This design comes from an exercise in tuning for small area, a short achievable clock period and few clock cycles on the open sky130 flow, not from production work.
The RTL was checked by simulation tests, not by an equivalence proof against the original design.

===== design.v =====
`timescale 1ns / 1ps
`default_nettype none
module fpadd (
    input  wire [15:0] a,
    input  wire [15:0] b,
    input  wire        byp,
    output wire [15:0] y
);
    wire za = ~|a[14:0];
    wire zb = ~|b[14:0];
    wire swap = a[14:0] < b[14:0];
    wire [14:0] L = swap ? b[14:0] : a[14:0];
    wire [14:0] S = swap ? a[14:0] : b[14:0];
    wire sL = swap ? b[15] : a[15];
    wire sub = a[15] ^ b[15];
    wire [4:0] eL = L[14:10];
    wire [4:0] eS = S[14:10];
    wire hL = |eL;
    wire hS = |eS;
    wire [4:0] d = {eL[4:1], eL[0] | ~hL} - {eS[4:1], eS[0] | ~hS};
    wire [11:0] mS0 = {hS, S[9:0], 1'b0};
    wire [11:0] mS = d[4] ? 12'd0 : (mS0 >> d[3:0]);
    wire [12:0] mL = {1'b0, hL, L[9:0], 1'b0};
    wire [12:0] sum = sub ? (mL - {1'b0, mS}) : (mL + {1'b0, mS});
    wire z8 = ~|sum[12:5];
    wire [12:0] s1 = z8 ? {sum[4:0], 8'b0} : sum;
    wire z4 = ~|s1[12:9];
    wire [12:0] s2 = z4 ? {s1[8:0], 4'b0} : s1;
    wire z2 = ~|s2[12:11];
    wire [12:0] s3 = z2 ? {s2[10:0], 2'b0} : s2;
    wire z1 = ~s3[12];
    wire [12:0] s4 = z1 ? {s3[11:0], 1'b0} : s3;
    wire [5:0] ea = {1'b0, eL} + 6'd1 - {2'b0, z8, z4, z2, z1};
    wire flush = (~|sum) | ea[5];
    wire ovf = &ea[4:0];
    wire [15:0] r = flush ? 16'h0000 : ovf ? {sL, 5'b11111, 10'd0} : {sL, ea[4:0], s4[11:2]};
    assign y = zb ? ((za & ~byp) ? 16'h0000 : a) : za ? b : r;
endmodule
module lif (
    input  wire        clk,
    input  wire        rst_n,
    input  wire [15:0] cfg_threshold,
    input  wire        cfg_th_neg,
    input  wire [15:0] cfg_nleak,           
    input  wire [15:0] cfg_reset_potential,
    input  wire [15:0] cfg_rp_leak,
    input  wire [3:0]  cfg_refractory,
    input  wire [15:0] synaptic_input,      
    input  wire [15:0] synaptic_alt,        
    input  wire        sel_syn,             
    input  wire        sel_alt,             
    input  wire        sel_leak,            
    output wire [15:0] operand,             
    input  wire        op_leak1,
    input  wire        op_input,
    input  wire        op_check,
    output wire        spike_out,
    output wire [15:0] vmem_out
);
    reg [15:0] vmem;
    reg [3:0]  refrac_cnt;
    reg        pend;
    wire ge = cfg_th_neg | (vmem[14:0] >= cfg_threshold[14:0]);
    wire fire = pend & ge;
    assign spike_out = fire;
    assign vmem_out  = fire ? cfg_reset_potential : vmem;
    wire [3:0] refrac_eff = fire ? cfg_refractory : refrac_cnt;
    wire active_eff = (refrac_eff == 4'd0);
    wire active_raw = (refrac_cnt == 4'd0);
    wire [15:0] sum;
    assign operand = ({16{sel_syn}} & synaptic_input) | ({16{sel_alt}} & synaptic_alt) |
                     ({16{sel_leak}} & cfg_nleak);
    fpadd u_add (.a(vmem), .b(operand), .byp(1'b0), .y(sum));
    wire [15:0] v = (sum[15] && (|sum[14:0])) ? 16'h0000 : sum;
    wire [15:0] v_leak = fire ? cfg_rp_leak : v;
    always @(posedge clk) begin
        if (!rst_n) begin
            vmem       <= 16'h0000;
            refrac_cnt <= 4'd0;
            pend       <= 1'b0;
        end else if (op_input) begin
            if (active_raw) begin
                vmem <= v;
                pend <= 1'b1;
            end else begin
                refrac_cnt <= refrac_cnt - 4'd1;
            end
        end else if (op_leak1 || op_check) begin
            if (active_eff) begin
                vmem       <= v_leak;
                refrac_cnt <= 4'd0;
                pend       <= op_check;
            end else begin
                vmem       <= vmem_out;
                refrac_cnt <= refrac_eff - (op_check ? 4'd1 : 4'd0);
                pend       <= 1'b0;
            end
        end else if (pend) begin
            vmem       <= vmem_out;
            refrac_cnt <= refrac_eff;
            pend       <= 1'b0;
        end
    end
endmodule
`default_nettype wire
`timescale 1ns / 1ps
`default_nettype none
module processor #(
    parameter ROWS        = 256,
    parameter SPIKES      = 16,
    parameter PE_COUNT    = 16,
    parameter WEIGHT_WIDTH = 16,
    parameter ACC_WIDTH   = 16,
    parameter NO_WIDTH    = 8,
    parameter VMEM_WIDTH    = 16,
    parameter THRESH_WIDTH  = 16,
    parameter LEAK_WIDTH    = 16,
    parameter REFRAC_WIDTH  = 4
) (
    input  wire clk,
    input  wire rst_n,
    input  wire                        task_valid,
    output wire                        task_ready,
    input  wire [$clog2(ROWS)-1:0]     task_row_id,
    input  wire [$clog2(ROWS)-1:0]     task_prefix_id,
    input  wire [SPIKES-1:0]           task_pattern,
    output wire [$clog2(SPIKES*PE_COUNT)-1:0] weight_addr,
    input  wire [WEIGHT_WIDTH-1:0] weight_data,
    output wire                    weight_rd_en,
    output wire [$clog2(ROWS)-1:0]     output_rd_addr,
    output wire [$clog2(ROWS)-1:0]     output_wr_addr,
    input  wire [PE_COUNT*ACC_WIDTH-1:0] output_rd_data,
    output wire [PE_COUNT*ACC_WIDTH-1:0] output_wr_data,
    output wire                        output_wr_en,
    input  wire [THRESH_WIDTH-1:0]     cfg_threshold,
    input  wire [LEAK_WIDTH-1:0]       cfg_leak,
    input  wire [VMEM_WIDTH-1:0]       cfg_reset_potential,
    input  wire [REFRAC_WIDTH-1:0]     cfg_refractory,
    input  wire                        lif_enable,
    input  wire                        timestep_end,
    output wire [PE_COUNT-1:0]         spike_out,
    output reg                         spike_valid,
    input  wire [$clog2(PE_COUNT)-1:0] vmem_rd_idx,
    output wire [VMEM_WIDTH-1:0]       vmem_rd_data,
    output wire                        proc_busy,
    output wire                        proc_done
);
    reg [15:0] th_r, nleak_r, rp_r;
    reg        thn_r;
    reg [3:0]  ref_r;
    reg        le_r;
    always @(posedge clk) begin
        th_r    <= cfg_threshold;
        thn_r   <= cfg_threshold[15] & (|cfg_threshold[14:0]);
        nleak_r <= {~cfg_leak[15], cfg_leak[14:0]};
        rp_r    <= cfg_reset_potential;
        ref_r   <= cfg_refractory;
        le_r    <= lif_enable;
    end
    reg  [15:0] rpl_r;
    wire [15:0] rpl_acc;
    wire [15:0] rpl_now;
    reg [3:0] ph;
    reg       first;            
    always @(posedge clk) begin
        first <= ~rst_n;
        if (!rst_n) ph <= 4'd0;
        else        ph <= ph + 4'd1;
    end
    wire rpl_cap = first;
    reg  rpl_add, rpl_st;
    always @(posedge clk) begin
        rpl_add <= rst_n & rpl_cap;
        rpl_st  <= rst_n & rpl_add;
    end
    genvar gn;
    reg        q_v;
    reg [7:0]  q_row, q_pid;
    reg [15:0] q_pat;
    reg        q_null;
    reg        a_v;
    reg [15:0] a_pat;           
    reg        a_patz;          
    reg [7:0]  a_row;           
    reg        a_rowv;
    reg        use_acc, use_pfx, byp;
    reg        h_v;
    reg [7:0]  h_row;
    reg        p_v;
    reg [7:0]  p_row;
    reg        a_st;            
    reg        bs_a, bs_p, bs_l;  
    reg        r_v;
    reg [7:0]  sl_row;
    reg        l1_done;
    reg        do_l2;           
    reg        op_l1, op_in, op_lk, op_chk;
    reg        l_act;           
    reg [3:0]  l_col, l_cnt;
    reg [15:0] l_req;           
    reg [15:0] l_done;          
    reg        ld_dv;           
    reg [3:0]  ld_dn;           
    reg        d_last;          
    reg [3:0]  d_col;
    wire [3:0]  l_n     = l_col - ph - 4'd1;
    wire        l_end   = ~l_act | (l_cnt == 4'd15);
    wire [15:0] l_want  = q_v ? (q_pat & ~l_req) : 16'd0;
    wire [15:0] l_want2 = task_valid ? (task_pattern & ~l_req) : 16'd0;
    wire [15:0] l_cand  = (|l_want) ? l_want : (|l_want2) ? l_want2 : ~l_req;
    reg  [3:0]  l_next;
    integer li;
    always @(*) begin
        l_next = 4'd0;
        for (li = 15; li >= 0; li = li - 1)
            if (l_cand[li]) l_next = li[3:0];
    end
    wire l_start = l_end & ~&l_req;
    always @(posedge clk) begin
        if (!rst_n) begin
            l_act  <= 1'b0;
            l_req  <= 16'd0;
            l_done <= 16'd0;
            ld_dv  <= 1'b0;
            d_last <= 1'b0;
        end else begin
            ld_dv  <= l_act;
            ld_dn  <= l_n;
            d_last <= l_act & (l_cnt == 4'd15);
            d_col  <= l_col;
            if (d_last) l_done[d_col] <= 1'b1;
            if (l_start) begin
                l_act <= 1'b1;
                l_col <= l_next;
                l_cnt <= 4'd0;
                l_req[l_next] <= 1'b1;
            end else begin
                if (l_end) l_act <= 1'b0;
                l_cnt <= l_cnt + 4'd1;
            end
        end
    end
    assign weight_addr  = {l_n, l_col};
    assign weight_rd_en = l_act;
    wire wready = ~|(q_pat & ~l_done);
    reg  [255:0] acc, slot, pfx;
    wire a_last  = a_v & a_patz;
    wire       cons_p     = do_l2 & p_v;       
    wire       cons_h     = do_l2 & ~p_v;      
    wire       move       = a_st & h_v & ~cons_h;    
    wire       p_nx       = (p_v & ~cons_p) | move;
    wire       h_nx       = (h_v & ~cons_h & ~move) | a_last;
    wire       l1_done_nx = op_l1 | (l1_done & ~do_l2);
    wire       do_l2_nx   = (p_nx | h_nx) & (l1_done_nx | (~le_r & ~do_l2));
    wire       cap_ok     = (~p_v | cons_p) & ~move;
    wire       q_go       = q_v & wready & (~a_v | a_last) & cap_ok;
    wire       a_v_nx     = q_go | (a_v & ~a_last);
    assign task_ready = ~q_v | q_go;
    wire   accept     = task_valid & task_ready;
    wire   q_v_nx     = accept | (q_v & ~q_go);
    wire lk_nx      = timestep_end & le_r;
    wire do_l1_nx   = ~l1_done_nx & le_r & ~lk_nx & (q_v_nx | a_v_nx | h_nx | p_nx);
    wire [15:0] a_pat_rest = a_pat & (a_pat - 16'd1);
    wire [15:0] np_src = q_go ? q_pat : (a_v ? a_pat : 16'd0);
    wire [15:0] np_low = np_src & (~np_src + 16'd1);
    wire [31:0] np_dbl = {np_low, np_low} >> ph;
    wire [15:0] sel_rd = np_dbl[15:0];
    wire [15:0] np_rest = np_src & (np_src - 16'd1);
    wire        fwd_nx = a_rowv & (a_row == q_pid) & ~q_null;
    always @(posedge clk) begin
        if (!rst_n) begin
            q_v     <= 1'b0;
            a_v     <= 1'b0;
            a_rowv  <= 1'b0;
            use_acc <= 1'b1;
            use_pfx <= 1'b0;
            byp     <= 1'b1;
            h_v     <= 1'b0;
            p_v     <= 1'b0;
            a_st    <= 1'b0;
            bs_a    <= 1'b0;
            bs_p    <= 1'b0;
            bs_l    <= 1'b1;
            r_v     <= 1'b0;
            l1_done <= 1'b0;
            do_l2   <= 1'b0;
            op_l1   <= 1'b0;
            op_in   <= 1'b0;
            op_lk   <= 1'b0;
            op_chk  <= 1'b0;
        end else begin
            q_v <= q_v_nx;
            if (accept) begin
                q_row  <= task_row_id;
                q_pid  <= task_prefix_id;
                q_pat  <= task_pattern;
                q_null <= (task_prefix_id == task_row_id);
            end
            a_v     <= a_v_nx;
            byp     <= ~|np_src & ~rpl_cap;
            use_acc <= (~q_go | fwd_nx) & ~rpl_cap;
            use_pfx <= (q_go & ~fwd_nx & ~q_null) | rpl_cap;
            if (q_go) begin
                a_row  <= q_row;
                a_rowv <= 1'b1;
                a_pat  <= np_rest;
                a_patz <= ~|np_rest;
            end else begin
                a_pat  <= a_pat_rest;
                a_patz <= ~|a_pat_rest;
            end
            a_st    <= q_go;
            h_v <= h_nx;
            if (a_last) h_row <= a_row;
            p_v <= p_nx;
            if (move) p_row <= h_row;
            bs_a <= do_l2_nx & ~p_nx;
            bs_p <= do_l2_nx & p_nx;
            bs_l <= ~do_l2_nx;
            r_v <= do_l2;
            if (do_l2) sl_row <= p_v ? p_row : h_row;
            l1_done <= l1_done_nx;
            do_l2   <= do_l2_nx;
            op_l1   <= do_l1_nx;
            op_in   <= do_l2_nx & le_r;
            op_lk   <= lk_nx;
            op_chk  <= (do_l2_nx & le_r) | lk_nx;
        end
    end
    assign rpl_acc = (acc[15] && (|acc[14:0])) ? 16'h0000 : acc[15:0];
    assign rpl_now = rpl_st ? rpl_acc : rpl_r;
    wire fwd_h    = h_v & (h_row == q_pid);
    wire fwd_p    = p_v & (p_row == q_pid);
    wire fwd_slot = r_v & (sl_row == q_pid);
    wire hold_p   = p_v & ~cons_p;
    wire pf_acc   = move | (~hold_p & fwd_h);
    wire pf_pfx   = ~move & (hold_p | (~fwd_h & fwd_p));
    wire pf_slot  = ~move & ~hold_p & ~fwd_h & ~fwd_p & fwd_slot;
    wire pf_ob    = ~move & ~hold_p & ~fwd_h & ~fwd_p & ~fwd_slot;
    wire [255:0] operand;
    always @(posedge clk) begin
        pfx <= ({256{pf_acc}} & acc) | ({256{pf_pfx}} & pfx) |
               ({256{pf_slot}} & slot) | ({256{pf_ob}} & output_rd_data);
        if (rpl_cap) pfx[15:0] <= cfg_reset_potential;
        if (rpl_st) rpl_r <= rpl_acc;
        if (do_l2) slot <= operand;
    end
    wire [PE_COUNT-1:0] spk;
    wire [15:0] vm [0:PE_COUNT-1];
    generate
        for (gn = 0; gn < PE_COUNT; gn = gn + 1) begin : pe
            reg [255:0] ring;
            always @(posedge clk)
                ring <= {(ld_dv && ld_dn == gn) ? weight_data : ring[15:0], ring[255:16]};
            wire [15:0] src = ({16{use_acc}} & acc[16*gn +: 16]) | ({16{use_pfx}} & pfx[16*gn +: 16]);
            reg  [15:0] w_rd, w;
            integer j;
            always @(*) begin
                w_rd = 16'd0;
                for (j = 0; j < 16; j = j + 1)
                    w_rd = w_rd | ({16{sel_rd[(j + gn) % 16]}} & ring[16*j +: 16]);
                if (gn == 0) w_rd = w_rd | ({16{rpl_cap}} & {~cfg_leak[15], cfg_leak[14:0]});
            end
            always @(posedge clk) w <= w_rd;
            wire [15:0] sum;
            fpadd u_acc (.a(src), .b(w), .byp(byp), .y(sum));
            always @(posedge clk) acc[16*gn +: 16] <= sum;
            lif u_lif (
                .clk                (clk),
                .rst_n              (rst_n),
                .cfg_threshold      (th_r),
                .cfg_th_neg         (thn_r),
                .cfg_nleak          (nleak_r),
                .cfg_reset_potential(rp_r),
                .cfg_rp_leak        (rpl_now),
                .cfg_refractory     (ref_r),
                .synaptic_input     (acc[16*gn +: 16]),
                .synaptic_alt       (pfx[16*gn +: 16]),
                .sel_syn            (bs_a),
                .sel_alt            (bs_p),
                .sel_leak           (bs_l),
                .operand            (operand[16*gn +: 16]),
                .op_leak1           (op_l1),
                .op_input           (op_in),
                .op_check           (op_chk),
                .spike_out          (spk[gn]),
                .vmem_out           (vm[gn])
            );
        end
    endgenerate
    assign output_rd_addr = q_pid;
    assign output_wr_addr = sl_row;
    assign output_wr_data = slot;
    assign output_wr_en   = r_v;
    always @(*) spike_valid = r_v & le_r;
    assign spike_out    = spk;
    assign vmem_rd_data = vm[vmem_rd_idx];
    assign proc_done    = do_l2;
    assign proc_busy    = q_v | a_v | h_v | p_v;
endmodule
`default_nettype wire

===== flow/run.sh =====
#!/bin/bash
set -euo pipefail
bash standard.sh SETUP_SLACK_MARGIN=15.5 MAX_REPAIR_ANTENNAS_ITER_DRT=10 \
  "BUFFER_PORTS_ARGS=-buffer_cell sky130_fd_sc_hd__buf_2" finish > standard_flow.log 2>&1

===== standard.sh =====
#!/bin/bash
# synth_recipe.tcl (not shown) runs the flow's synth.tcl, then flattens the netlist and writes it again
# the make line also repeats each setting of config.mk as NAME=value (left out here)
make -C /OpenROAD-flow-scripts/flow DESIGN_CONFIG=/design/flow/config.mk WORK_HOME=/design/flow/orfs CLKGATE_MAP_FILE= SYNTH_SCRIPT=/design/flow/synth_recipe.tcl "${@:-finish}"

===== config.mk =====
export PLATFORM = sky130hd
export DESIGN_NAME = processor
export DESIGN_NICKNAME = processor
export VERILOG_FILES = /design/flow/design.v
export SDC_FILE = /design/flow/constraint.sdc
export NUM_CORES = 8
export LEC_CHECK = 0
export ABC_AREA = 1
export CAP_MARGIN = 40
export CORE_MARGIN = 2
export CORE_UTILIZATION = 55
export CTS_CLUSTER_DIAMETER = 100
export CTS_CLUSTER_SIZE = 26
export PLACE_DENSITY = 0.65
export SETUP_SLACK_MARGIN = 2.0
export SLEW_MARGIN = 40

===== constraint.sdc =====
create_clock -name core_clock -period 28.0 [get_ports {clk}]
set_input_delay 5.6000 -clock core_clock [delete_from_list [all_inputs] [get_ports {clk}]]
set_output_delay 5.6000 -clock core_clock [all_outputs]
set_load 0.01 [all_outputs]

==> results of run 1 <==
-- cell usage after synthesis, drive strengths merged, types with 70 or more instances --
cell type,number
xnor2,87
a221oi,881
o21a,96
xor2,421
o21ai,3811
nor3,335
a21oi,1856
edfxtp,353
nand3,2857
buf,786
a211oi,151
a31oi,144
nor2,2093
a2111oi,70
or2,140
inv,4917
o21bai,157
nor4,217
fa,113
clkbuf,1008
nand2,11800
o22ai,288
dfxtp,5329
o31ai,141
o211ai,175
nand4,646
a22o,402
o2111ai,157
ha,1773
-- flip-flops by register name (all words and copies together), names as in the netlist, 64 cells and up --
signal / count
pe.u_lif.vmem: 256
pe.u_lif.refrac_cnt: 64
pe.w: 256
pe.ring: 4096
slot: 256
pfx: 256
acc: 256
-- logic make-up (layout without fill, tap and decap cells) --
kind of cell,after synthesis,in the layout,synth area share [%]
xor gates and xnor gates,508,508,1.47
muxes,54,54,0.178
adders and majority gates,1886,1886,8.05
and+or+nand+nor,18200,18300,25.4
buffers and inverters,6782,7173,9.08
other,0,197,0
DFF,5682,5682,38.6
AOI/OAI and AO/OA,8534,8535,17.1
-- stage by stage --
step	hold WS, ps	utilization (%)
floorplan	327	-
global placement	330	56.8
detailed placement	335	56.9
CTS	266	59.2
global route	294	60.7
finish	287	60.8
-- worst reg2reg max path: cells and delay by family (launching register included) --
family          cells  cell delay (ps)
simple gates       36             4530
compound gates     16             2870
fa+ha+maj           8             2490
buf+inv             8             1080
flops               1              540
xor+xnor            2              440
-- path summary, 6_finish.rpt --
check,slack [ps],depth (start not counted),end,startpoint
setup / recovery,14990,10,vmem_rd_data[4],vmem_rd_idx[1]
hold / removal,290,0,pe[4].ring[105]$_DFF_P_,pe[4].ring[121]$_DFF_P_
setup reg to reg,15970,70,pe[5].u_lif.vmem[2]$_SDFFE_PN0P_,nleak_r[7]$_DFF_P_
hold reg to reg,290,0,pe[4].ring[105]$_DFF_P_,pe[4].ring[121]$_DFF_P_
-- layer usage --
metal / global-route usage, % / wire [µm] / up-vias
li1: - / - / 140000
met1: 57.4 / 509000 / 146000
met2: 65.4 / 544000 / 19800
met3: 14.2 / 181000 / 4343
met4: 33.0 / 124000 / 66
met5: 0 / 502 / -
-- layout make-up --
cell class / count / area [µm²] / share of cell area, %
inverters: 4985 / 19300 / 5.76
well taps: 7261 / 9080 / 2.72
multi-input cells: 29200 / 165000 / 49.5
diodes: 197 / 493 / 0.148
repair inverters: 13 / 125 / 0.0375
repair buffers: 1779 / 13600 / 4.07
clock inverters: 79 / 1280 / 0.384
clock buffers: 317 / 7370 / 2.21
flip-flops and latches: 5682 / 117000 / 35.1
-- timing repair --
item                                    in CTS  in global routing
resized for setup                          622               1070
endpoints found under the setup margin     528                528
setup buffers                               91                397
pin swaps                                   76                223
cloned                                      17                 61
==> metrics.md, run 1 <==
| Metric | Value |
|---|---|
| Outcome | timing/DRC/antenna clean |
| Worst slack, placed | 12920 ps |
| CP Data Required Time | around 22000 ps |
| First-pass GRT wire length | about 1900000 µm |
| Number of fill cells in the layout | between 50k and 60k |
| CTS tree | built |
| Share of layout cells above drive strength 1 | under 10% |
| Type of origin of the critical path | input pin |
| Crit path kind | input pin to output port |
| Seq cells post-synth | 5682 |
| Max-slew violations | 0 |
| CP Capture Type | output port |
| DRT Pass-1 Iters | 8 |
| Area Overhead vs Synth | 10.0% |
| Max FO, Critical Path | 7 |
| Io pins | slightly below 700 |
| DR WL/cell | 27.4 µm |
| Final std cells w/o fill | 49.6k |
| Mapped Area | slightly above 300000 µm² |
| Vias in the first global route | between 200k and 300k |
| Syn_nets | 43.9k |
| Cell area after layout | approximately 330000 µm² |
| Commonest non-fill, non-tap cells in the layout | nand2_1 (11.4k), dfxtp_1 (5300), inv_1 (4666), o21ai_0 (3177), nand3_1 (2625) |
| Cells along the critical path | buf_12, nor2_4, inv_2, nor2_2, buf_6, nand2_4, nand4_1, a2111oi_4, o211ai_1, buf_2 |
| Syn_area_per_cell | roughly 7.3 µm² |
| Asr flop ratio synth | 0% |
| Synth top area cells | dfxtp_1 (35%), nand2_1 (14%), ha_1 (7.3%), inv_1 (6.0%), o21ai_0 (5.7%) |
| Unrepaired setup endpoints after global routing | yes |
| CTS Buf Count | approximately 290 |
| Core area | ~550000 µm² |
| Die Y | approximately 750 µm |
| Slew headroom | around a quarter |
| H-tree levels | 5 |
| Crit path max-delay family | compound AO/OA/AOI/OAI gates |
| Root buffer cell | clkbuf_16 |
| Pin count of the biggest net entering global routing | 105 |
| Max-cap violations | 0 |
| Nets@finish | ~44k |
| Final Hold Viols | 0 |
| EDFF count, synth | roughly 350 |
| Worst-Margin Slew | 1120 ps |
| Vias/cell | 6.24 |
| Skew final | 121 ps |
| Placed cell count | around 48k |
| DR iter-0 viols | 43.5k |
| DP Wirelength | 994000 µm |
| Gr ovfl total | 0 |
| CP peak stage delay | between 400 and 500 ps |
| CP arrival | 7410 ps |
| Row cnt | 272 |
| Largest area contributor in the netlist | dfxtp_1 |
| Worst hold path class | flop to flop |
| Die width | 747 µm |
| Peak Freq | 76.9 MHz |
| Crit path buf inv count | 4 |
| TNS Setup | 0 ps |
| Antenna violations before repair | 186 |
| Top_reg_cell synth | dfxtp_1 |
| Clk buf depth | 4 |
| Vias | between 300k and 400k |
| Skew-Pair Late Insertion Delay | roughly 1100 ps |
| Final worst slack | between 10000 and 15000 ps |
| Initial Util | between 50% and 60% |
| Crit path time final | around 13000 ps |
| Synth warnings | 2 |
| Seq/Total Area, Yosys | around two fifths |
| Area post-placement | roughly 310000 µm² |
| GRT Util Overall | between 40% and 50% |
| PortBufs | 682 |
| Clock slew at reported path FFs | 90 ps |
| Most common cell after layout, fill and taps aside | nand2_1 |
| Die area | between 500000 and 600000 µm² |
| Share of the synthesized area in the top cell type | 35.1% |
| Hold buffer count at CTS | 0 |
| Slowest cell on the critical path | a2111oi_4 |
| Sink Count | between 5k and 6k |
| # setup viols final | 0 |
| GPL Wtd Cong | approximately 1.1 |
| DR DRC count | 0 |
| Number of distinct library cells after synthesis | 98 |
| Final WL | about 1400000 µm |
| Tcrit/Tclk final | between 40% and 50% |
| Mapped Cells | 41.7k |
| Antenna-violating nets left | 0 |
Testbench counts, summed over its fixed seeds: cycles 11,742.
==> run 2: changes to the inputs <==
--- a/config.mk
+++ b/config.mk
@@ -14,3 +14,4 @@
 export PLACE_DENSITY = 0.65
 export SETUP_SLACK_MARGIN = 2.0
 export SLEW_MARGIN = 40
+export TNS_END_PERCENT = 5
==> metrics.md, run 2 <==
| Metric | Value |
|---|---|
| Nets@finish | 44.0k |
| M2 GR Usage | roughly two thirds |
| Commonest cells post-synth | nand2_1 (11.5k), dfxtp_1 (5329), inv_1 (4817) |
| GPL Wtd Cong | approximately 1.1 |
| EDFF count, synth | roughly 350 |
| Crit path time final | 13080 ps |
| Crit path kind | input pin to output port |
| CP dominant cell by count | nor2_4 |
| CP arrival | 7480 ps |
| CTS Buf Count | 288 |
| GR Layer Usage met3 | around 14% |
| CP Capture Type | output port |
| CP Data Required Time | approximately 22000 ps |
| Met1 usage | 57.3% |
| Hold Crit Depth | 0 |
| Antenna violations before repair | 198 |
| Vias | between 300k and 400k |
| Share of the synthesized area in the top cell type | a little over a third |
| Area Overhead vs Synth | 8.76% |
| First-pass GRT wire length | ~1900000 µm |
| Max-cap violations | 0 |
| Skew-Pair Late Insertion Delay | 1080 ps |
| Final Hold Viols | 0 |
| Skew final | about 130 ps |
| Asr flop ratio synth | 0% |
| DRT Pass-1 Iters | 15 |
| Crit path buf inv count | 5 |
| CTS tree | built |
| DR iter-0 viols | about 44k |
| Synth warnings | 2 |
| Slew headroom | roughly a quarter |
| Die Y | 747 µm |
| Most frequent cell after synthesis | nand2_1 |
| TNS Setup | 0 ps |
| Peak Freq | 76.5 MHz |
| Seq cells post-synth | around 5.7k |
| Max FO, Critical Path | 8 |
| Gr ovfl total | 0 |
| Slowest cell on the critical path | a2111oi_4 |
| Worst hold path class | flop to flop |
| Outcome | timing/DRC/antenna clean |
| Number of distinct library cells after synthesis | 98 |
| Mapped Cells | 41.7k |
| Die area | 558000 µm² |
| Vias in the first global route | 277k |
| Reg with most FFs | pe.ring |
| Pin count of the biggest net entering global routing | between 100 and 150 |
| Initial Util | between 50% and 60% |
| Share of layout cells above drive strength 1 | under 10% |
| Type of origin of the critical path | input pin |
| Crit path from | vmem_rd_idx[0] |
| Clock slew at reported path FFs | roughly 90 ps |
| Antenna-violating nets left | 0 |
| Final WL | between 1000000 and 1500000 µm |
| Mapped Area | ~300000 µm² |
| Io pins | just under 700 |
| Setup crit end | vmem_rd_data[4] |
| Seq/Total Area, Yosys | 38.6% |
| GRT Util Overall | 45.4% |
| Worst R2R Setup Slack | between 15000 and 20000 ps |
| Top_reg_cell synth | dfxtp_1 |
| DR WL/cell | between 20 and 30 µm |
| Unrepaired setup endpoints after global routing | yes |
| Vias/cell | 6.24 |
| Die width | 747 µm |
| Max-slew violations | 0 |
| Commonest non-fill, non-tap cells in the layout | nand2_1 (11.4k), dfxtp_1 (5304), inv_1 (4702), o21ai_0 (3239), nand3_1 (2646) |
| R2r endpoint | acc[208]$_DFF_P_ |
| Critical path depth | 11 |
| R2R Path Start | use_pfx$_SDFF_PN0_ |
| PortBufs | 682 |
| Most common cell after layout, fill and taps aside | nand2_1 |
| Tcrit/Tclk final | a little under half |
| # setup viols final | 0 |
| R2r worst-path depth | 60 |
| Number of flip-flops in the largest register | approximately 4k |
| Core area | 549000 µm² |
| Clk buf depth | 4 |
| Syn_nets | ~44k |
| Worst-Margin Slew | about 1100 ps |
| Hold buffer count at CTS | 0 |
| DP Wirelength | approximately 990000 µm |
| Sink Count | 5682 |
| Largest area contributor in the netlist | dfxtp_1 |
| Root buffer cell | clkbuf_16 |
| Final Util | about three fifths |
| CP peak stage delay | 470 ps |
| Row cnt | 272 |
| H-tree levels | 5 |
| Most used routing layer | met2 |
| Crit path max-delay family | compound AO/OA/AOI/OAI gates |
| DR DRC count | 0 |
| Syn_area_per_cell | about 7.3 µm² |
| Synth top area cells | dfxtp_1 (35%), nand2_1 (14%), ha_1 (7.3%), inv_1 (6.0%), o21ai_0 (5.7%) |
| Cells along the critical path | buf_12, clkinv_8, nor2_4, inv_4, nor2_4, buf_6, nand2_2, nand4_1, a2111oi_4, o211ai_1, buf_2 |
run 2: cell counts after synthesis:
Identical to the previous run, type by type.
run 2: cell type report:
class,count,area [µm²]
multi-input combinational,29200,164000
timing repair inverter,11,82.6
fill,50500,219000
timing repair buffer,1586,11900
sequential,5682,117000
antenna,154,385
clock buffer,317,7370
clock inverter,79,1280
inverter,4985,19200
tap,7261,9080
run 2: how the worst min path moves through the flow:
stage	to	start
6_report	pe[4].ring[105]$_DFF_P_	pe[4].ring[121]$_DFF_P_
5_1_grt	pe[4].ring[221]$_DFF_P_	pe[4].ring[237]$_DFF_P_
4_1_cts	pe[4].ring[188]$_DFF_P_	pe[4].ring[204]$_DFF_P_
3_5_place_dp	pe[10].ring[151]$_DFF_P_	pe[10].ring[167]$_DFF_P_
3_3_place_gp	pe[8].ring[67]$_DFF_P_	pe[8].ring[83]$_DFF_P_
2_1_floorplan	pe[0].ring[48]$_DFF_P_	pe[0].ring[64]$_DFF_P_
run 2: repair_timing:
action	4_1_cts	5_1_grt
endpoints found under the hold margin	0	0
cloned	10	48
gates resized for setup	389	798
setup buffers	62	234
endpoints found under the setup margin	528	528
pin swaps	43	127
run 2: logic make-up (layout without fill, tap and decap cells):
| logic type | Yosys count | after routing | synth area share, % |
|---|---|---|---|
| compound gates | 8534 | 8535 | 17.1 |
| xor+xnor | 508 | 508 | 1.47 |
| fa+ha+maj | 1886 | 1886 | 8.05 |
| buf+inv | 6782 | 6978 | 9.08 |
| flops | 5682 | 5682 | 38.6 |
| mux | 54 | 54 | 0.178 |
| other cells | 0 | 154 | 0 |
| simple gates | 18200 | 18200 | 25.4 |
run 2: per-layer routing:
metal	part of all wire (%)	vias up
li1	-	139000
met1	38	145000
met5	0.060	-
met4	8.9	116
met3	13	4224
met2	40	19400
run 2: per-stage QoR:
step	std cells	hold WS (ps)	cell area, µm²	worst slack, ps
floorplan	41700	327	304000	15550
global placement	48400	330	312000	13050
finish	49300	278	330000	14920
global route	49200	295	330000	14840
CTS	48800	266	324000	15020
detailed placement	48400	335	313000	12920
==> run 3: changes to the inputs <==
--- a/config.mk
+++ b/config.mk
@@ -9,9 +9,8 @@
 export CAP_MARGIN = 40
 export CORE_MARGIN = 2
 export CORE_UTILIZATION = 55
-export CTS_CLUSTER_DIAMETER = 100
-export CTS_CLUSTER_SIZE = 26
+export CTS_CLUSTER_DIAMETER = 70
+export CTS_CLUSTER_SIZE = 22
 export PLACE_DENSITY = 0.65
 export SETUP_SLACK_MARGIN = 2.0
 export SLEW_MARGIN = 40
-export TNS_END_PERCENT = 5
==> metrics.md, run 3 <==
| Metric | Value |
|---|---|
| Syn_nets | about 44k |
| Type of origin of the critical path | input pin |
| Number of flip-flops in the largest register | 4096 |
| # setup viols final | 0 |
| Slew headroom | 23.0% |
| R2r worst-path depth | 60 |
| Sink Count | 5682 |
| Die Y | approximately 750 µm |
| TNS Setup | 0 ps |
| Largest area contributor in the netlist | dfxtp_1 |
| Worst hold path class | flop to flop |
| Worst slack, placed | between 10000 and 15000 ps |
| Synth warnings | 2 |
| Commonest non-fill, non-tap cells in the layout | nand2_1 (11.4k), dfxtp_1 (5301), inv_1 (4656), o21ai_0 (3172), nand3_1 (2623) |
| Hold buffer count at CTS | 0 |
| Final WL | 1360000 µm |
| Antenna violations before repair | between 150 and 200 |
| Share of layout cells above drive strength 1 | 10.1% |
| DP Wirelength | between 900000 and 1000000 µm |
| Row cnt | approximately 270 |
| CP arrival | 7410 ps |
| Gr ovfl total | 0 |
| Tcrit/Tclk final | 46.5% |
| Worst-Margin Slew | 1140 ps |
| EDFF count, synth | between 300 and 400 |
| Most used routing layer | met2 |
| Number of distinct library cells after synthesis | slightly below 100 |
| Seq cells post-synth | about 5.7k |
| Hold Crit Depth | 0 |
| Syn_area_per_cell | 7.29 µm² |
| CP Capture Type | output port |
| Final Hold Viols | 0 |
| Max FO, Critical Path | 5 |
| Final worst slack | ~15000 ps |
| Nets@finish | roughly 44k |
| Commonest cells post-synth | nand2_1 (11.5k), dfxtp_1 (5329), inv_1 (4817) |
| Placed cell count | ~48k |
| Worst R2R Setup Slack | 15840 ps |
| Reg with most FFs | pe.ring |
| Most common cell after layout, fill and taps aside | nand2_1 |
| Skew final | 127 ps |
| Asr flop ratio synth | 0% |
| Core area | 549000 µm² |
| Final Util | between 60 and 70% |
| CTS Buf Count | about 370 |
| H-tree levels | 5 |
| DR WL/cell | 27.4 µm |
| Met1 usage | 57.5% |
| First-pass GRT wire length | roughly 1900000 µm |
| Outcome | timing/DRC/antenna clean |
| Top_reg_cell synth | dfxtp_1 |
| Seq/Total Area, Yosys | between 30% and 40% |
| GRT Util Overall | 45.7% |
| Synth top area cells | dfxtp_1 (35%), nand2_1 (14%), ha_1 (7.3%), inv_1 (6.0%), o21ai_0 (5.7%) |
| Share of the synthesized area in the top cell type | a little over a third |
| Initial Util | between 50% and 60% |
| M2 GR Usage | about two thirds |
| Crit path time final | between 10000 and 15000 ps |
| Clk buf depth | 4 |
| Area Overhead vs Synth | 11.1% |
| Crit path kind | input pin to output port |
| R2r endpoint | acc[212]$_DFF_P_ |
| Clock slew at reported path FFs | approximately 90 ps |
| Io pins | 683 |
| Die width | 747 µm |
| DR DRC count | 0 |
| GPL Wtd Cong | 1.12 |
| Worst-case hold path end point | pe[7].ring[218]$_DFF_P_ |
| GR Layer Usage met3 | 14.5% |
| Vias in the first global route | around 280k |
| Vias/cell | approximately 6.2 |
| Pin count of the biggest net entering global routing | about 110 |
| Mapped Area | approximately 300000 µm² |
| Max-slew violations | 0 |
| Mapped Cells | 41.7k |
| CTS tree | built |
| Vias | 310k |
| R2R Path Start | use_pfx$_SDFF_PN0_ |
| PortBufs | around 700 |
| Final std cells w/o fill | 49.7k |
| Most frequent cell after synthesis | nand2_1 |
| CP Data Required Time | 22400 ps |
| Hold path startpoint | pe[7].ring[234]$_DFF_P_ |
| Unrepaired setup endpoints after global routing | yes |
| Root buffer cell | clkbuf_16 |
| Peak Freq | between 70 and 80 MHz |
| DRT Pass-1 Iters | 14 |
| Antenna-violating nets left | 0 |
| Max-cap violations | 0 |
| Skew-Pair Late Insertion Delay | ~1100 ps |
| Die area | between 500000 and 600000 µm² |
| DR iter-0 viols | 43.9k |
## run 3: cell type report
class,instances,area [µm²]
antenna,186,465
clock buffer,404,9680
clock inverter,130,2020
fill,49800,212000
inverter,4985,19300
multi-input combinational,29200,166000
sequential,5682,117000
tap,7261,9080
timing repair buffer,1775,13500
timing repair inverter,13,111
## run 3: logic make-up after synthesis
logic type / after synthesis / share of synthesized area [%]
muxes: 54 / 0.178
and+or+nand+nor: 18200 / 25.4
AOI/OAI and AO/OA: 8534 / 17.1
DFF: 5682 / 38.6
buffers and inverters: 6782 / 9.08
adders and majority gates: 1886 / 8.05
xor gates and xnor gates: 508 / 1.47
## run 3: how the worst max path moves through the flow
stage,endpoint,from,cells past startpoint,slack (ps)
2_1_floorplan,vmem_rd_data[1],vmem_rd_idx[3],7,15550
3_3_place_gp,acc[185]$_DFF_P_,use_acc$_SDFF_PN1_,64,13050
3_5_place_dp,pe[3].u_lif.vmem[4]$_SDFFE_PN0P_,bs_p$_SDFF_PN0_,71,12920
4_1_cts,vmem_rd_data[5],vmem_rd_idx[0],11,15020
5_1_grt,vmem_rd_data[4],vmem_rd_idx[0],11,15040
6_report,vmem_rd_data[0],vmem_rd_idx[0],12,14990
## run 3: stage by stage
step	hold WS, ps	area, µm²
global placement	330	312000
detailed placement	335	313000
finish	285	337000
global route	293	337000
floorplan	327	304000
CTS	277	328000
## run 3: per-layer routing
| layer | vias to the layer above | wire, µm |
|---|---|---|
| met3 | 4579 | 181000 |
| li1 | 140000 | - |
| met5 | - | 925 |
| met2 | 19800 | 544000 |
| met1 | 146000 | 510000 |
| met4 | 76 | 126000 |
## run 3: critical path: stages
cell and delay [ps]:
buf_12 110, clkinv_8 60, nor2_4 100, inv_4 60, buf_4 140, nor2_4 210
clkinv_4 130, buf_4 150, nor2_2 150, a2111oi_4 50, o211ai_1 380, buf_2 260
## run 3: what timing repair did
| action | in CTS | in global routing |
|---|---|---|
| gates resized for setup | 592 | 1152 |
| pin swaps | 78 | 214 |
| setup buffers | 92 | 394 |
| endpoints found under the setup margin | 528 | 528 |
| gates cloned | 20 | 59 |
| endpoints found under the hold margin | 0 | 0 |
==> run 4: changes to the inputs <==
==> flow/run.sh (replaced) <==
#!/bin/bash
set -euo pipefail
bash standard.sh SETUP_SLACK_MARGIN=16.5 MAX_REPAIR_ANTENNAS_ITER_DRT=10 \
  "BUFFER_PORTS_ARGS=-buffer_cell sky130_fd_sc_hd__buf_2" finish > standard_flow.log 2>&1
--- a/config.mk
+++ b/config.mk
@@ -9,8 +9,9 @@
 export CAP_MARGIN = 40
 export CORE_MARGIN = 2
 export CORE_UTILIZATION = 55
-export CTS_CLUSTER_DIAMETER = 70
-export CTS_CLUSTER_SIZE = 22
+export CTS_CLUSTER_DIAMETER = 100
+export CTS_CLUSTER_SIZE = 26
 export PLACE_DENSITY = 0.65
 export SETUP_SLACK_MARGIN = 2.0
 export SLEW_MARGIN = 40
+export TNS_END_PERCENT = 5
==> metrics.md, run 4 <==
| Metric | Value |
|---|---|
| Outcome | timing/DRC/antenna clean |
| Tcrit/Tclk final | 46.6% |
| Crit path time final | around 13000 ps |
| Final std cells w/o fill | ~49k |
| Number of fill cells in the layout | between 50k and 60k |
| Vias | between 300k and 400k |
| Share of layout cells above drive strength 1 | 9.06% |
| Synth warnings | 2 |
| CP peak stage delay | between 400 and 500 ps |
| Initial Util | roughly 55% |
| Max-cap violations | 0 |
| Compound-Gate Fraction of Synth Area | between 10% and 20% |
| Core area | roughly 550000 µm² |
| DR WL/cell | between 20 and 30 µm |
| Post-Synth Simple-Gate Area | approximately 25% |
| Worst-Margin Slew | around 1200 ps |
| Sink Count | around 5.7k |
| Seq cells post-synth | between 5k and 6k |
| Io pins | about 700 |
| DRT Pass-1 Iters | 17 |
| Syn_nets | between 40k and 50k |
| Row cnt | roughly 270 |
| Asr flop ratio synth | 0% |
| Syn_area_per_cell | around 7.3 µm² |
| DR iter-0 viols | approximately 44k |
| Number of distinct library cells after synthesis | 98 |
| Reg with most FFs | pe.ring |
| Xor and xnor area share after synthesis | roughly 1.5% |
| Area Overhead vs Synth | 9.24% |
| Cells along the critical path | buf_12, clkinv_8, nor2_4, inv_4, nor2_4, buf_6, nand2_2, nand4_1, a2111oi_4, o211ai_1, buf_2 |
| CTS tree | built |
| Most common cell after layout, fill and taps aside | nand2_1 |
| Share of the synthesized area in the top cell type | between 30% and 40% |
| Crit path kind | input pin to output port |
| Antenna-violating nets left | 0 |
| Top_reg_cell synth | dfxtp_1 |
| Skew final | between 100 and 150 ps |
| H-tree levels | 5 |
| Pin count of the biggest net entering global routing | approximately 110 |
| Max-slew violations | 0 |
| Vias/cell | between 6 and 7 |
| Number of flip-flops in the largest register | 4096 |
| CP Capture Type | output port |
| CP arrival | 7440 ps |
| Slowest cell on the critical path | a2111oi_4 |
| Unrepaired setup endpoints after global routing | yes |
| DR DRC count | 0 |
| Post-synthesis adder-cell area fraction | just over 8% |
| CTS Buf Count | 288 |
| Worst hold path class | flop to flop |
| First-pass GRT wire length | 1890000 µm |
| Gr ovfl total | 0 |
| Placed cell count | roughly 48k |
| Mapped Area | about 300000 µm² |
| PortBufs | between 600 and 700 |
| EDFF count, synth | between 300 and 400 |
| Root buffer cell | clkbuf_16 |
| Seq/Total Area, Yosys | a little under 40% |
| Commonest non-fill, non-tap cells in the layout | nand2_1 (11.4k), dfxtp_1 (5300), inv_1 (4682), o21ai_0 (3216), nand3_1 (2630) |
| Final WL | between 1000000 and 1500000 µm |
| Clock slew at reported path FFs | about 100 ps |
| Largest area contributor in the netlist | dfxtp_1 |
| Mapped Cells | 41.7k |
| Nets@finish | around 44k |
| Die width | about 750 µm |
| Area post-placement | about 310000 µm² |
| CP Data Required Time | ~22000 ps |
| GPL Wtd Cong | 1.12 |
| Max FO, Critical Path | 8 |
| Synth top area cells | dfxtp_1 (35%), nand2_1 (14%), ha_1 (7.3%), inv_1 (6.0%), o21ai_0 (5.7%) |
| TNS Setup | 0 ps |
| Die Y | between 700 and 800 µm |
| Skew-Pair Late Insertion Delay | between 1000 and 1500 ps |
| Type of origin of the critical path | input pin |
| Most frequent cell after synthesis | nand2_1 |
| DP Wirelength | a little under 1000000 µm |
| Slew headroom | between 20% and 30% |
| # setup viols final | 0 |
| Cell area after layout | between 300000 and 400000 µm² |
| Final Util | between 60% and 70% |
| Vias in the first global route | approximately 280k |
| Peak Freq | 76.7 MHz |
| Commonest cells post-synth | nand2_1 (11.5k), dfxtp_1 (5329), inv_1 (4817) |
| Clk buf depth | 4 |
| Mux cell area share after synthesis | 0.178% |
| CP dominant cell by count | nor2_4 |
| Die area | between 500000 and 600000 µm² |
| Final Hold Viols | 0 |
| GRT Util Overall | a little under half |
| Largest family of logic cells by synthesized area | simple AND/OR/NAND/NOR gates |
| Antenna violations before repair | 181 |
==> run 4: cell counts after synthesis <==
No cell type changed its count.
==> run 4: critical path: cells and delay by family <==
kind,cells,cell delay [ps]
compound gates,2,860
buf+inv,5,670
simple gates,4,300
==> run 4: timing repair <==
item	in CTS	in global routing
gates resized for setup	545	819
cloned	23	45
endpoints found under the hold margin	0	0
buffers inserted	138	236
hold buffers	0	0
pin swaps	81	125
setup endpoints to repair	528	528
==> run 4: path summary, 6_finish.rpt <==
check                                        startpoint                      end  slack (ps)  depth (start not counted)
worst min-delay path            pe[4].ring[204]$_DFF_P_  pe[4].ring[188]$_DFF_P_         280                          0
worst max register to register       use_pfx$_SDFF_PN0_         acc[208]$_DFF_P_       15470                         61
worst max-delay path                     vmem_rd_idx[0]          vmem_rd_data[4]       14960                         11
worst min register to register  pe[4].ring[204]$_DFF_P_  pe[4].ring[188]$_DFF_P_         280                          0
==> run 4: logic make-up (layout without fill, tap and decap cells) <==
| group | after synthesis | after routing |
|---|---|---|
| buf+inv | 6782 | 7061 |
| flops | 5682 | 5682 |
| fa+ha+maj | 1886 | 1886 |
| simple gates | 18200 | 18200 |
| mux | 54 | 54 |
| compound gates | 8534 | 8535 |
| other cells | 0 | 201 |
| xor+xnor | 508 | 508 |
==> run 4: area by class of cell <==
class	count	area, µm²	share of cell area, %
well taps	7261	9080	2.74
repair inverters	13	101	0.0306
inverters	4985	19200	5.79
clock inverters	79	1280	0.387
multi-input cells	29200	164000	49.5
diodes	201	503	0.152
flip-flops and latches	5682	117000	35.4
repair buffers	1667	12600	3.80
clock buffers	317	7370	2.22
==> run 4: per-layer routing <==
layer / up-vias / wire length (µm) / track usage [%]
met5: - / 802 / 0
met4: 70 / 126000 / 34.3
met3: 4341 / 180000 / 14.2
met2: 19900 / 541000 / 65.1
met1: 145000 / 506000 / 57.3
li1: 139000 / - / -
==> run 4: metrics by stage <==
stage	setup slack, ps	hold WS, ps
5_1_grt	14870	294
4_1_cts	15020	266
3_3_place_gp	13050	330
6_report	14960	276
2_1_floorplan	15550	327
3_5_place_dp	12920	335
==> run 5: changes to the inputs <==
==> flow/run.sh (replaced) <==
#!/bin/bash
set -euo pipefail
bash standard.sh SETUP_SLACK_MARGIN=15.5 MAX_REPAIR_ANTENNAS_ITER_DRT=10 \
  "BUFFER_PORTS_ARGS=-buffer_cell sky130_fd_sc_hd__buf_2" finish > standard_flow.log 2>&1
--- a/config.mk
+++ b/config.mk
@@ -8,10 +8,10 @@
 export ABC_AREA = 1
 export CAP_MARGIN = 40
 export CORE_MARGIN = 2
-export CORE_UTILIZATION = 55
+export CORE_UTILIZATION = 60
 export CTS_CLUSTER_DIAMETER = 100
-export CTS_CLUSTER_SIZE = 26
-export PLACE_DENSITY = 0.65
+export CTS_CLUSTER_SIZE = 24
+export PLACE_DENSITY = 0.7
 export SETUP_SLACK_MARGIN = 2.0
 export SLEW_MARGIN = 40
 export TNS_END_PERCENT = 5
==> metrics.md, run 5 <==
| Metric | Value |
|---|---|
| Outcome | timing/DRC/antenna clean |
| Commonest cells post-synth | nand2_1 (11.5k), dfxtp_1 (5329), inv_1 (4817) |
| Largest area contributor in the netlist | dfxtp_1 |
| CP arrival | roughly 7600 ps |
| CP Capture Type | output port |
| DR iter-0 viols | 44.7k |
| Clk buf depth | 4 |
| Seq cells post-synth | 5682 |
| Hold buffer count at CTS | 0 |
| Die width | slightly above 700 µm |
| Worst slack, placed | about 13000 ps |
| Max FO, Critical Path | 16 |
| Die Y | between 700 and 800 µm |
| CTS Buf Count | between 200 and 300 |
| Most frequent cell after synthesis | nand2_1 |
| TNS Setup | 0 ps |
| Seq/Total Area, Yosys | between 30% and 40% |
| Io pins | slightly below 700 |
| Pin count of the biggest net entering global routing | between 150 and 200 |
| Root buffer cell | clkbuf_16 |
| Nets@finish | approximately 44k |
| Post-Synth Simple-Gate Area | between 20% and 30% |
| Final worst slack | 14850 ps |
| Unrepaired setup endpoints after global routing | yes |
| Compound-Gate Fraction of Synth Area | 17.1% |
| Most common cell after layout, fill and taps aside | nand2_1 |
| Top_reg_cell synth | dfxtp_1 |
| Mapped Area | between 300000 and 400000 µm² |
| Core area | between 500000 and 600000 µm² |
| Crit path max-delay family | compound AO/OA/AOI/OAI gates |
| Number of distinct library cells after synthesis | approximately 100 |
| Largest family of logic cells by synthesized area | simple AND/OR/NAND/NOR gates |
| Crit path time final | around 13000 ps |
| Placed cell count | 47.8k |
| Sink Count | around 5.7k |
| Number of flip-flops in the largest register | approximately 4k |
| DR DRC count | 0 |
| Asr flop ratio synth | 0% |
| Vias in the first global route | between 200k and 300k |
| Type of origin of the critical path | input pin |
| Commonest non-fill, non-tap cells in the layout | nand2_1 (11.4k), dfxtp_1 (5301), inv_1 (4713), o21ai_0 (3264), nand3_1 (2679) |
| Worst-Margin Slew | between 1000 and 1500 ps |
| Peak Freq | around 76 MHz |
| Final Hold Viols | 0 |
| Cells along the critical path | buf_4, nand2_4, nor2_1, buf_6, nand2_1, nand4_1, a2111oi_4, o211ai_1, buf_2 |
| Crit path buf inv count | 3 |
| Share of the synthesized area in the top cell type | 35.1% |
| EDFF count, synth | 353 |
| Crit path kind | input pin to output port |
| Clock slew at reported path FFs | ~90 ps |
| Syn_area_per_cell | 7.29 µm² |
| Initial Util | between 60 and 70% |
| Synth warnings | 2 |
| Slowest cell on the critical path | o211ai_1 |
| Syn_nets | approximately 44k |
| Area Overhead vs Synth | 8.21% |
| PortBufs | between 600 and 700 |
| Reg with most FFs | pe.ring |
| Antenna violations before repair | 199 |
| CTS tree | built |
| Post-synthesis adder-cell area fraction | under 10% |
| Final WL | 1320000 µm |
| Gr ovfl total | 0 |
| H-tree levels | 5 |
| Final std cells w/o fill | around 49k |
| Skew final | ~110 ps |
| Max-cap violations | 0 |
| Synth top area cells | dfxtp_1 (35%), nand2_1 (14%), ha_1 (7.3%), inv_1 (6.0%), o21ai_0 (5.7%) |
| Vias | 309k |
| DP Wirelength | ~940000 µm |
| Worst hold path class | flop to flop |
| Skew-Pair Late Insertion Delay | between 1000 and 1500 ps |
| Row cnt | between 200 and 300 |
| DR WL/cell | 27.1 µm |
| Slew headroom | roughly 8% |
| CP Data Required Time | 22400 ps |
| CP peak stage delay | 430 ps |
| DRT Pass-1 Iters | 12 |
| GPL Wtd Cong | approximately 1.1 |
| Die area | approximately 500000 µm² |
| Tcrit/Tclk final | 47.0% |
| Xor and xnor area share after synthesis | approximately 1.5% |
| # setup viols final | 0 |
| Antenna-violating nets left | 0 |
| Vias/cell | between 6 and 7 |
| Share of layout cells above drive strength 1 | under 10% |
| First-pass GRT wire length | roughly 1800000 µm |
| Max-slew violations | 0 |
| Mapped Cells | ~42k |
| Mux cell area share after synthesis | 0.178% |
| GRT Util Overall | 48.1% |
## run 5: layout make-up
type                       count  area, µm²
timing repair buffer        1469      11000
antenna                      231        578
timing repair inverter        12        111
inverter                    4985      19100
clock inverter                69       1130
fill                       43600     176000
tap                         6706       8390
sequential                  5682     117000
multi-input combinational  29200     163000
clock buffer                 329       7610
## run 5: worst reg2reg max path, delay by kind of cell (launching register included)
kind                     cells  cell delay, ps
AND/OR/NAND/NOR             34            4120
AO/OA/AOI/OAI               15            2710
adder cells (fa/ha/maj)      7            2600
buffers and inverters       12            2170
flip-flops                   1             420
XOR/XNOR                     2             320
## run 5: kinds of logic (layout without fill, tap and decap cells)
| logic type | count (synthesis) | in the layout |
|---|---|---|
| simple gates | 18200 | 18200 |
| compound gates | 8534 | 8535 |
| buf+inv | 6782 | 6864 |
| flops | 5682 | 5682 |
| fa+ha+maj | 1886 | 1886 |
| xor+xnor | 508 | 508 |
| mux | 54 | 54 |
| other cells | 0 | 231 |
## run 5: layer usage
| metal | share of wire [%] | vias to the layer above | track usage (%) |
|---|---|---|---|
| li1 | - | 139000 | - |
| met1 | 36 | 144000 | 58.8 |
| met2 | 39 | 21200 | 67.3 |
| met3 | 15 | 4935 | 17.6 |
| met4 | 10 | 108 | 39.7 |
| met5 | 0.065 | - | 0 |
## run 5: final timing paths
| path | from | end | slack (ps) | depth (start not counted) |
|---|---|---|---|---|
| worst max-delay path | vmem_rd_idx[3] | vmem_rd_data[4] | 14850 | 9 |
| worst min-delay path | pe[4].ring[75]$_DFF_P_ | pe[4].ring[59]$_DFF_P_ | 290 | 0 |
| worst max register to register | bs_p$_SDFF_PN0_ | pe[2].u_lif.vmem[11]$_SDFFE_PN0P_ | 15530 | 70 |
| worst min register to register | pe[4].ring[75]$_DFF_P_ | pe[4].ring[59]$_DFF_P_ | 290 | 0 |
## run 5: timing repair
| action | 4_1_cts | 5_1_grt |
|---|---|---|
| endpoints found under the hold margin | 0 | 0 |
| endpoints found under the setup margin | 518 | 528 |
| setup buffers | 55 | 163 |
| pin swaps | 41 | 75 |
| cloned | 12 | 43 |
| resized for setup | 414 | 646 |
## run 5: metrics by stage
step | util, % | instance area [µm²] | hold slack [ps]
global route | 65.0 | 328000 | 312
floorplan | - | 304000 | 327
CTS | 64.0 | 323000 | 288
finish | 65.1 | 328000 | 293
detailed placement | 61.8 | 312000 | 334
global placement | 61.6 | 311000 | 331

## re-timing with driven ports
The flow's constraints put no driver on any port. The routed layouts listed below were extracted and timed again, unchanged, in two steps. Step 1 (the two cells are an assumption about what drives the block):
set clk [get_ports {clk}]
set_driving_cell -lib_cell sky130_fd_sc_hd__clkbuf_16 $clk
set_driving_cell -lib_cell sky130_fd_sc_hd__buf_2 [delete_from_list [all_inputs] $clk]
Step 2, shift: input delay + t, output delay - t, t = (earliest + latest rising clock arrival at the registers) / 2. This alone moves slack from input paths to output paths. Three values: no drivers, after step 1, after step 2; two values: the first two.
| run | t (ns) | setup slack, ns | worst setup path after step 2 |
|---|---|---|---|
| run 1 | 1.170 | 14.991 / 14.782 / 14.782 | input to output |
| run 2 | 1.159 | 14.924 / 14.733 / 14.733 | input to output |
| run 3 | 1.182 | 14.990 / 14.787 / 14.787 | input to output |
| run 4 | 1.144 | 14.961 / 14.774 / 14.774 | input to output |
| run 5 | 1.162 | 14.852 / 14.679 / 14.679 | input to output |
After both steps every run listed still meets setup and hold. For run 1, which loses most, drivers alone change the setup slack by -0.209 ns; drivers and shift together by -0.209 ns.
